Context: an optimization exercise on an open-source flow, tuned for small area, a short achievable clock period and few clock cycles. The choices shown serve that exercise and are no tape-out recipe. At most, simulation tests tie the RTL to the original design; equivalence was not proved. No activity file was given, so power comes from the tool's default toggle rates.

==> delta: inputs <==
==> flow/design.v <==
module mips_div(
    input         div_clk,
    input         resetn,
    input         div_signed,
    input         div,
    input  [31:0] x,
    input  [31:0] y,
    output [31:0] s,       
    output [31:0] r,       
    output        complete
);
    localparam ST_IDLE = 2'd0, ST_LZ = 2'd1, ST_IT = 2'd3;
    reg [1:0]  st;
    reg        complete_r;
    reg [32:0] rem;      
    reg [31:0] dv;       
    reg [31:0] q;
    reg [4:0]  cnt;
    reg [4:0]  lzx, lzy;
    reg        xn, yn, sub;
    wire sx     = div_signed & x[31];
    wire sy     = div_signed & y[31];
    wire sub_in = ~(sx ^ sy);
    wire sneg   = ~sub;
    function [4:0] lzc31;
        input [30:0] v;
        integer i;
        reg found;
        begin
            lzc31 = 5'd30;
            found = 1'b0;
            for (i = 30; i >= 1; i = i - 1)
                if (!found && v[i]) begin
                    lzc31 = 30 - i;
                    found = 1'b1;
                end
        end
    endfunction
    function [4:0] lzs;
        input [31:0] v;
        input        sgn;
        begin
            if (v[31] & ~sgn) lzs = 5'd0;
            else              lzs = 5'd1 + lzc31(v[30:0] ^ v[31:1]);
        end
    endfunction
    wire [5:0] k0  = {1'b0, lzy} - {1'b0, lzx};
    wire [5:0] k   = k0 + {5'd0, xn};
    wire [31:0] dv1 = xn ? {dv[30:0], sub} : dv;
    wire [31:0] dsh = (dv1 << k0[4:0]) | ({32{sub}} & ~({32{1'b1}} << k0[4:0]));
    wire [32:0] b    = {~xn, dv};
    wire [32:0] t;
    bk_add #(33) u_add(.a(rem), .b(b), .cin(sub), .s(t));
    wire [32:0] pp   = rem ^ b;
    wire [32:0] kk   = {rem[31:0] | b[31:0], sub};
    wire        zero = (pp == kk);                         
    wire        acc  = xn ? (t[32] | zero) : ~t[32];
    wire        last = (cnt == 5'd0);
    always @(posedge div_clk) begin
        if (!resetn) begin
            st         <= ST_IDLE;
            complete_r <= 1'b0;
        end else begin
            complete_r <= 1'b0;
            case (st)
            ST_IDLE: if (div) st <= ST_LZ;
            ST_LZ: begin
                if (!div) st <= ST_IDLE;
                else if (!acc) begin
                    st         <= ST_IDLE;
                    complete_r <= 1'b1;
                end else st <= ST_IT;
            end
            default: begin
                if (!div) st <= ST_IDLE;
                else if (last) begin
                    st         <= ST_IDLE;
                    complete_r <= 1'b1;
                end
            end
            endcase
        end
    end
    always @(posedge div_clk) begin
        xn  <= sx;
        yn  <= sy;
        sub <= sub_in;
        lzx <= lzs(x, div_signed);
        lzy <= lzs(y, div_signed);
        cnt <= (st == ST_LZ) ? k[4:0] : cnt - 5'd1;
        q   <= (st == ST_IT) ? {q[30:0], acc ^ sneg} : {32{sneg & acc & (st == ST_LZ)}};
        case (st)
        ST_IDLE: dv <= y ^ {32{sub_in}};
        ST_LZ:   dv <= dsh;
        default: dv <= {~xn, dv[31:1]};
        endcase
        if (st == ST_IDLE)
            rem <= {sx, x};
        else if (acc && (st == ST_IT || (st == ST_LZ && sneg)))
            rem <= t;
    end
    assign complete = complete_r;
    assign s = q;
    assign r = rem[31:0];
endmodule
module bk_add #(parameter N = 33) (
    input  [N-1:0] a,
    input  [N-1:0] b,
    input          cin,
    output [N-1:0] s
);
    localparam L = $clog2(N);
    wire [N-1:0] p = a ^ b;
    wire [N-1:0] g = (a & b) | {{(N-1){1'b0}}, p[0] & cin};
    genvar l, i;
    generate
        for (l = 0; l <= 2*L; l = l + 1) begin : lv
            wire [N-1:0] G, P;
            if (l == 0) begin : z
                assign G = g;
                assign P = p;
            end else if (l <= L) begin : u
                for (i = 0; i < N; i = i + 1) begin : b
                    if (((i + 1) % (1 << l)) == 0) begin : m
                        assign G[i] = lv[l-1].G[i] | (lv[l-1].P[i] & lv[l-1].G[i - (1 << (l-1))]);
                        assign P[i] = lv[l-1].P[i] & lv[l-1].P[i - (1 << (l-1))];
                    end else begin : k
                        assign G[i] = lv[l-1].G[i];
                        assign P[i] = lv[l-1].P[i];
                    end
                end
            end else begin : d
                localparam integer S = 1 << (2*L - l);
                for (i = 0; i < N; i = i + 1) begin : b
                    if (((i + 1) % (2*S)) == S && i >= 2*S) begin : m
                        assign G[i] = lv[l-1].G[i] | (lv[l-1].P[i] & lv[l-1].G[i - S]);
                        assign P[i] = lv[l-1].P[i] & lv[l-1].P[i - S];
                    end else begin : k
                        assign G[i] = lv[l-1].G[i];
                        assign P[i] = lv[l-1].P[i];
                    end
                end
            end
        end
    endgenerate
    wire [N-1:0] c = lv[2*L].G;
    assign s = p ^ {c[N-2:0], cin};
endmodule
==> flow/run.sh <==
#!/bin/bash
# synth_recipe.tcl (not shown) runs the flow's synth.tcl, then flattens the netlist and writes it again
# the make line also repeats each setting of config.mk as NAME=value (left out here)
make -C /OpenROAD-flow-scripts/flow DESIGN_CONFIG=/design/flow/config.mk WORK_HOME=/design/flow/orfs CLKGATE_MAP_FILE= SYNTH_SCRIPT=/design/flow/synth_recipe.tcl finish
==> flow/config.mk <==
export PLATFORM = sky130hd
export DESIGN_NAME = mips_div
export DESIGN_NICKNAME = mips_div
export VERILOG_FILES = /design/flow/design.v
export SDC_FILE = /design/flow/constraint.sdc
export NUM_CORES = 4
export LEC_CHECK = 0
export CAP_MARGIN = 20
export CORE_MARGIN = 2
export CORE_UTILIZATION = 40
export SETUP_SLACK_MARGIN = 5
export SLEW_MARGIN = 20
export TNS_END_PERCENT = 0
==> flow/constraint.sdc <==
create_clock -name core_clock -period 8.0 [get_ports {div_clk}]
set_input_delay 1.6000 -clock core_clock [delete_from_list [all_inputs] [get_ports {div_clk}]]
set_output_delay 1.6000 -clock core_clock [all_outputs]
set_load 0.01 [all_outputs]
==> pepper: changes against delta <==
==> flow/design.v (replaced) <==
module mips_div(
    input         div_clk,
    input         resetn,
    input         div_signed,
    input         div,
    input  [31:0] x,
    input  [31:0] y,
    output [31:0] s,       
    output [31:0] r,       
    output        complete
);
    localparam ST_IDLE = 2'd0, ST_LZ = 2'd1, ST_IT = 2'd3;
    reg [1:0]  st;
    reg        complete_r;
    reg [32:0] rem;      
    reg [31:0] dv;       
    reg [31:0] q;
    reg [4:0]  cnt;
    reg [4:0]  lzx;
    reg [5:0]  lzy;
    reg        xn, yn, sub;
    reg        first;    
    wire sx     = div_signed & x[31];
    wire sy     = div_signed & y[31];
    wire sub_in = ~(sx ^ sy);
    wire sneg   = ~sub;
    wire [30:0] ux = x[30:0] ^ x[31:1];
    wire [30:0] uy = y[30:0] ^ y[31:1];
    wire [4:0]  lx, ly;
    wire        ynz;
    lzc32 u_lzx(.v({1'b0, ux[30:1], 1'b1}), .z(lx), .nz());
    lzc32 u_lzy(.v({1'b0, uy[30:0]}), .z(ly), .nz(ynz));
    wire [6:0] kd = {1'b0, lzy} - {2'b0, lzx};
    wire [4:0] k  = kd[6] ? 5'd0 : kd[4:0];
    wire [31:0] dsh = (dv << k) | ({32{sub}} & ~({32{1'b1}} << k));
    wire [32:0] b    = {~xn, dv};
    wire [33:0] sum  = {rem, 1'b1} + {b, sub};             
    wire [32:0] t    = sum[33:1];
    wire [32:0] pp   = rem ^ b;
    wire [32:0] kk   = {rem[31:0] | b[31:0], sub};
    wire        zero = (pp == kk);                         
    wire        acc  = xn ? (t[32] | zero) : ~t[32];
    wire        last = (cnt == 5'd0);
    always @(posedge div_clk) begin
        if (!resetn) begin
            st         <= ST_IDLE;
            complete_r <= 1'b0;
        end else begin
            complete_r <= 1'b0;
            case (st)
            ST_IDLE: if (div) st <= ST_LZ;
            ST_LZ: begin
                if (!div) st <= ST_IDLE;
                else if (!acc) begin
                    st         <= ST_IDLE;
                    complete_r <= 1'b1;
                end else st <= ST_IT;
            end
            default: begin
                if (!div) st <= ST_IDLE;
                else if (last) begin
                    st         <= ST_IDLE;
                    complete_r <= 1'b1;
                end
            end
            endcase
        end
    end
    always @(posedge div_clk) begin
        xn  <= sx;
        yn  <= sy;
        sub <= sub_in;
        lzx <= (x[31] & ~div_signed) ? 5'd0 : lx;
        lzy <= (y[31] & ~div_signed) ? 6'd0 : (ynz ? {1'b0, ly} : 6'd32);
        cnt <= (st == ST_LZ) ? k : cnt - 5'd1;
        first <= (st == ST_LZ);
        if (st == ST_IT) q <= {(first ? {31{sneg}} : q[30:0]), acc ^ sneg};
        else             q <= 32'd0;
        case (st)
        ST_IDLE: dv <= y ^ {32{sub_in}};
        ST_LZ:   dv <= dsh;
        default: dv <= {~xn, dv[31:1]};
        endcase
        if (st == ST_IDLE)
            rem <= {sx, x};
        else if (acc && (st == ST_IT || (st == ST_LZ && sneg)))
            rem <= t;
    end
    assign complete = complete_r;
    assign s = q;
    assign r = rem[31:0];
endmodule
module lzc32(
    input  [31:0] v,
    output [4:0]  z,
    output        nz
);
    wire [15:0] a1, z1;
    wire [7:0]  a2;
    wire [15:0] z2;
    wire [3:0]  a3;
    wire [11:0] z3;
    wire [1:0]  a4;
    wire [7:0]  z4;
    genvar i;
    generate
        for (i = 0; i < 16; i = i + 1) begin : l1
            assign a1[i] = v[2*i+1] | v[2*i];
            assign z1[i] = ~v[2*i+1];
        end
        for (i = 0; i < 8; i = i + 1) begin : l2
            assign a2[i] = a1[2*i+1] | a1[2*i];
            assign z2[2*i+1:2*i] = a1[2*i+1] ? {1'b0, z1[2*i+1]} : {1'b1, z1[2*i]};
        end
        for (i = 0; i < 4; i = i + 1) begin : l3
            assign a3[i] = a2[2*i+1] | a2[2*i];
            assign z3[3*i+2:3*i] = a2[2*i+1] ? {1'b0, z2[4*i+3:4*i+2]} : {1'b1, z2[4*i+1:4*i]};
        end
        for (i = 0; i < 2; i = i + 1) begin : l4
            assign a4[i] = a3[2*i+1] | a3[2*i];
            assign z4[4*i+3:4*i] = a3[2*i+1] ? {1'b0, z3[6*i+5:6*i+3]} : {1'b1, z3[6*i+2:6*i]};
        end
    endgenerate
    assign z  = a4[1] ? {1'b0, z4[7:4]} : {1'b1, z4[3:0]};
    assign nz = a4[1] | a4[0];
endmodule
==> flow/flow/run.sh (new file) <==
#!/bin/bash
# The standard layout (standard.sh, unchanged synthesis), except that the
# port buffers are plain buf_2 cells instead of the default delay-buffer cell.
set -euo pipefail
bash standard.sh BUFFER_PORTS_ARGS="-buffer_cell sky130_fd_sc_hd__buf_2" finish > make_finish.log 2>&1
==> flow/standard.sh (new file) <==
#!/bin/bash
# synth_recipe.tcl (not shown) runs the flow's synth.tcl, then flattens the netlist and writes it again
# the make line also repeats each setting of config.mk as NAME=value (left out here)
make -C /OpenROAD-flow-scripts/flow DESIGN_CONFIG=/design/flow/config.mk WORK_HOME=/design/flow/orfs CLKGATE_MAP_FILE= SYNTH_SCRIPT=/design/flow/synth_recipe.tcl "${@:-finish}"
removed: flow/run.sh
==> summary.txt <==
status -> no timing/DRC/antenna violations
total power -> 5.29 mW
Worst Path Required -> 8.15 ns
Layout clock area frac -> 4.27%
crit path DAT -> 3.28 ns
top post-synthesis cells by area -> dfxtp_1, edfxtp_1, ha_1
share of cells above drive strength 1 -> 27.5%
Synth-to-Final Area Change -> 24.1%
Post-CTS Setup Inserts -> 9
the above is filed under pepper

==> summary.txt <==
status -> no timing/DRC/antenna violations
crit path DAT -> 4.10 ns
total power -> 4.55 mW
Post-CTS Setup Inserts -> 17
share of cells above drive strength 1 -> 15.8%
the above is filed under delta

Testbench counts of pepper, summed over its fixed seeds: cycles 41,778.
Only the layout flow was run in delta; the RTL was not checked for function there.

port drivers added, routing unchanged:
The results above use ideal ports. As a check the final layouts listed here were re-extracted and re-timed, cells and wires unchanged.
Step 1 (the two cells are an assumption about what drives the block):
set clk [get_ports {div_clk}]
set_driving_cell -lib_cell sky130_fd_sc_hd__clkbuf_16 $clk
set_driving_cell -lib_cell sky130_fd_sc_hd__buf_2 [delete_from_list [all_inputs] $clk]
Step 2 adds t to the input delays and takes it off the output delays; t is the mean of the earliest and latest rising clock arrival at the registers after step 1. Input paths then give back, and output paths get back, about the clock's delay inside the block.
a / b / c = ideal ports / drivers / drivers and shift; a / b = the first two.
run	t (ns)	setup WS [ns]	worst setup path at the end
delta	0.483	4.271 / 4.280 / 3.797	input to register
pepper	0.482	4.877 / 4.877 / 4.407	input to register
After both steps every run listed still meets setup and hold. The setup slack of delta, which loses most, moves by +0.009 ns with the drivers and by -0.474 ns with both steps.
